This design comes from an exercise in tuning for small area on the open sky130 flow, not from production work. Function was checked by simulation only, so behaviour that the tests miss may differ from the original. Power and IR drop assume default switching activity.

## the baseline
// neuron_multi_level_output
module neuron_multi_level_output #(parameter length = 128, total_cores = 3, total_length = length * total_cores)
	(
	input wire clk,
	input wire rst,
	input wire output_trigger,
	input wire y_addr_trigger,
	input wire single_core,
	input wire [2:0] num_core,
	output reg idle,
	input wire [31:0] in_fifo_dout,
	input wire in_fifo_valid,
	output reg in_fifo_rd_en,
	output reg [255:0] out_fifo_din,
	output reg out_fifo_wr_en,
	input wire neuron_idle,
	input wire spi_valid,
	input wire [total_length-1:0] spi_input_row,
	input wire [255:0] spi_input_single_core,
	output reg spi_read_trigger,
	output reg neuron_reset_trigger,
	output reg turn_off_inference,
	output reg ext_inference_enable,
	output reg reg_reset
	);
parameter options_per_core = length * 8 / 256;
localparam NG = total_length / 32;           
localparam CW = 5;                           
parameter [3:0] STATE_IDLE = 4'd0;
parameter [3:0] STATE_PIPE_IN = 4'd1;
parameter [3:0] STATE_EXT_INF_ON_0 = 4'd2;
parameter [3:0] STATE_INF_MODE_OFF = 4'd3;
parameter [3:0] STATE_EXT_INF_OFF_0 = 4'd4;
parameter [3:0] STATE_NEURON_TRIG = 4'd5;
parameter [3:0] STATE_NEURON_WAIT = 4'd6;
parameter [3:0] STATE_SPI_TRIG = 4'd7;
parameter [3:0] STATE_SPI_WAIT = 4'd8;
parameter [3:0] STATE_UPDATE_FND_IDX = 4'd9;
parameter [3:0] STATE_UPDATE_NUM_STEP = 4'd10;
parameter [3:0] STATE_CHECK_FOUND = 4'd11;
parameter [3:0] STATE_PIPE_OUT = 4'd12;
parameter [3:0] STATE_EXT_INF_ON_1 = 4'd13;
parameter [3:0] STATE_INF_MODE_ON = 4'd14;
parameter [3:0] STATE_EXT_INF_OFF_1 = 4'd15;
reg [3:0] state, next_state;
reg [CW-1:0] cnt, next_cnt;         
reg [6:0] iter_number, next_iter_number;
wire first = (iter_number == 0);
reg [total_length-1:0] init_value;
reg [total_length-1:0] step_found;
wire [total_length-1:0] spi_input = single_core ? spi_input_single_core : spi_input_row;
always @(*) begin
	next_cnt = 0;
	next_iter_number = iter_number;
	next_state = state;
	case (state)
		STATE_IDLE: begin
			next_iter_number = 0;
			if (y_addr_trigger) next_state = STATE_PIPE_IN;
			else if (output_trigger) next_state = STATE_EXT_INF_ON_0;
		end
		STATE_PIPE_IN: begin
			next_iter_number = 0;
			if (in_fifo_valid) begin
				next_cnt = cnt + 1;
				if (cnt == NG - 1) next_state = STATE_IDLE;
			end else begin
				next_cnt = cnt;
			end
		end
  ...
Size in the first run: roughly 4300 flip-flops, ~140000 sq um of cells after synthesis.
export LEC_CHECK = 0
export CAP_MARGIN = 20
export CORE_MARGIN = 2
export CORE_UTILIZATION = 45
export PLACE_DENSITY = 0.6
export SLEW_MARGIN = 20
create_clock -name core_clock -period 10.0 [get_ports {clk}]
standard.sh (not shown) runs the stock make flow with config.mk's settings and CLKGATE_MAP_FILE= SYNTH_SCRIPT=/design/flow/synth_recipe.tcl, a recipe that flattens the netlist after the stock synthesis.
==> flow/flow/run.sh <==
#!/bin/bash
set -euo pipefail
CTS="-sink_clustering_enable -repair_clock_nets -sink_clustering_size 25 -sink_clustering_max_diameter 100 -sink_clustering_buffer sky130_fd_sc_hd__clkbuf_16 -buf_list {sky130_fd_sc_hd__clkbuf_4 sky130_fd_sc_hd__clkbuf_8} -dont_use_dummy_load"
bash standard.sh "CTS_ARGS=$CTS" "BUFFER_PORTS_ARGS=-buffer_cell sky130_fd_sc_hd__buf_1" finish > standard.log 2>&1
Input changes introduced in the candidate (baseline for comparison: the baseline):
--- a/flow/design.v
+++ b/flow/design.v
@@ -43,17 +43,21 @@
 parameter [3:0] STATE_INF_MODE_ON = 4'd14;
 parameter [3:0] STATE_EXT_INF_OFF_1 = 4'd15;
 reg [3:0] state, next_state;
 reg [CW-1:0] cnt, next_cnt;         
 reg [6:0] iter_number, next_iter_number;
 wire first = (iter_number == 0);
 reg [total_length-1:0] init_value;
 reg [total_length-1:0] step_found;
-wire [total_length-1:0] spi_input = single_core ? spi_input_single_core : spi_input_row;
+wire [total_length-1:0] spi_input;
+assign spi_input[255:0] = single_core ? spi_input_single_core : spi_input_row[255:0];
+generate if (total_length > 256) begin: hi
+	assign spi_input[total_length-1:256] = spi_input_row[total_length-1:256];
+end endgenerate
 always @(*) begin
 	next_cnt = 0;
 	next_iter_number = iter_number;
 	next_state = state;
 	case (state)
 		STATE_IDLE: begin
 			next_iter_number = 0;
 			if (y_addr_trigger) next_state = STATE_PIPE_IN;
@@ -128,43 +132,38 @@
 		reg_reset <= (state == STATE_UPDATE_FND_IDX);
 		out_fifo_wr_en <= (state == STATE_PIPE_OUT);
 	end
 end
 wire upd = (state == STATE_UPDATE_FND_IDX);
 wire pipe_in = (state == STATE_PIPE_IN);
 wire [total_length-1:0] diff = spi_input ^ init_value;
 reg [NG*256-1:0] ring;
-reg [NG*32-1:0] y_ring;
 reg [3:0] phase;
 wire [3:0] next_phase = (phase == NG - 1) ? 4'd0 : phase + 1'b1;
 reg clearing;        
 reg armed;           
-reg copying;         
 reg restoring;       
 reg y_zero;          
 reg [6:0] wr_step;   
 wire clr = rst || clearing || pipe_in;
 always @(posedge clk) begin
 	if (rst) begin
 		phase <= 0;
 		clearing <= 1;
 		armed <= 0;
-		copying <= 0;
 		restoring <= 0;
 		y_zero <= 1;
 	end else begin
 		phase <= next_phase;
 		if (phase == NG - 1) clearing <= 0;
 		if (pipe_in) begin
-			copying <= 1;
 			restoring <= 0;
 			armed <= 0;
 		end else if (upd) begin
-			copying <= 0;
 			restoring <= first;
 			armed <= !first;
 		end
 		if (state == STATE_IDLE && y_addr_trigger) y_zero <= 1;
 		else if (pipe_in && in_fifo_valid && in_fifo_dout != 0) y_zero <= 0;
 	end
 	if (upd) wr_step <= iter_number;
 end
@@ -172,45 +171,45 @@
 reg [31:0] head_nf;
 integer h;
 always @(*) begin
 	head_nf = 0;
 	for (h = 0; h < NG; h = h + 1)
 		head_nf = head_nf | ({32{at_head[h]}} & not_found[h*32 +: 32]);
 end
 wire [255:0] head_in = ring[255:0];
-wire [31:0] head_y = y_ring[31:0];
 wire [255:0] head_out;
-wire [31:0] head_y_out = (rst || clearing) ? 32'd0 : copying ? head_nf : head_y;
+wire [31:0] head_y;    
 wire [6:0] head_step = clr ? 7'd0 : wr_step;
 genvar g, n;
 generate
 for (n = 0; n < 32; n = n + 1) begin: hd
+	assign head_y[n] = !head_in[n*8 + 7] || (head_in[n*8 +: 7] != 0);
 	wire wr = clr || (armed && !head_nf[n] && !head_in[n*8 + 7]);
 	assign head_out[n*8 +: 7] = wr ? head_step : head_in[n*8 +: 7];
-	assign head_out[n*8 + 7] = restoring ? !head_y[n] : !head_nf[n];
-end
-endgenerate
-always @(posedge clk) begin
+	assign head_out[n*8 + 7] = clearing || (restoring ? !head_y[n] : !head_nf[n]);
+end
+endgenerate
+always @(posedge clk)
 	ring <= {head_out, ring[NG*256-1:256]};
-	y_ring <= {head_y_out, y_ring[NG*32-1:32]};
-end
 wire cmp = upd && !first;
-wire [31:0] nf_bus = pipe_in ? in_fifo_dout : head_y;
+wire [total_length-1:0] cmp_v = {{(total_length-256){cmp && !single_core}}, {256{cmp}}};
+wire [31:0] nf_bus = pipe_in ? in_fifo_dout : clearing ? 32'd0 : head_y;
 reg [total_length-1:0] not_found;
 always @(*) step_found = ~not_found;
 always @(posedge clk)
 	if (upd && first) init_value <= spi_input;
 generate
 for (g = 0; g < NG; g = g + 1) begin: grp
 	assign at_head[g] = (phase == g);
-	wire ld = (pipe_in && in_fifo_valid && cnt == g) || (restoring && !upd && at_head[g]);
+	wire ld = (pipe_in && in_fifo_valid && cnt == g) ||
+	          ((restoring || clearing) && !pipe_in && !upd && at_head[g]);
 	always @(posedge clk)
 		not_found[g*32 +: 32] <= ({32{ld}} & nf_bus) |
-			(not_found[g*32 +: 32] & {32{!ld}} & ~({32{cmp}} & diff[g*32 +: 32]));
+			(not_found[g*32 +: 32] & {32{!ld}} & ~(cmp_v[g*32 +: 32] & diff[g*32 +: 32]));
 end
 endgenerate
 wire [NG-1:0] grp_sel_d;
 generate
 for (g = 0; g < NG; g = g + 1) begin: ogrp
 	localparam integer SM = (total_cores - 1 - g / options_per_core) * options_per_core + g % options_per_core;
 	if (g < 8)
 		assign grp_sel_d[g] = single_core ? (next_cnt == g + 1) : (next_cnt == SM + 1);
==> results.txt <==
Power: the candidate and the baseline compared, higher one is the baseline. The candidate: height of the die 16 microns below the baseline. The candidate vs the baseline: finished layout cell area down by a few percent. The candidate gives more share of cells above drive strength 1 than the baseline did. Compared with the baseline, post-placement cell area in the candidate decreased by a few percent. Per the comparison of the candidate with the baseline, sequential share of layout area has decreased, timing-limited maximum frequency has increased, total die area has decreased. Looking at the candidate and the baseline, the core occupancy in the finished layout is a wash. Per the comparison of the candidate with the baseline, clock sink total now sits lower; share of the cycle needed by the critical path after routing now sits lower; clock-buffer cell count now sits lower; total of flip-flops plus latches after synthesis now sits lower.

## port drivers added, routing unchanged
No port has a modelled driver above. Below, the same layouts with a new extraction and two added sets of constraints. Step 1, drivers: a clkbuf_16 drives clk and a buf_2 each remaining input, both assumed. Step 2 also shifts input and output timing later by t, the mid clock arrival at the registers, as if the neighbouring blocks saw the same clock. Slacks: ideal ports / drivers / drivers and shift; pairs: ideal ports / drivers.
run	t (ns)	slack for setup (ns)	latest minus earliest clock arrival (ns)	worst register clock-pin slew, ns
the baseline	1.226	2.573 / 2.466 / 3.692	0.182 / 0.182	0.11 / 0.11
the candidate	1.174	2.855 / 2.738 / 3.912	0.151 / 0.151	0.11 / 0.11
After both steps setup and hold are still met in every run listed.
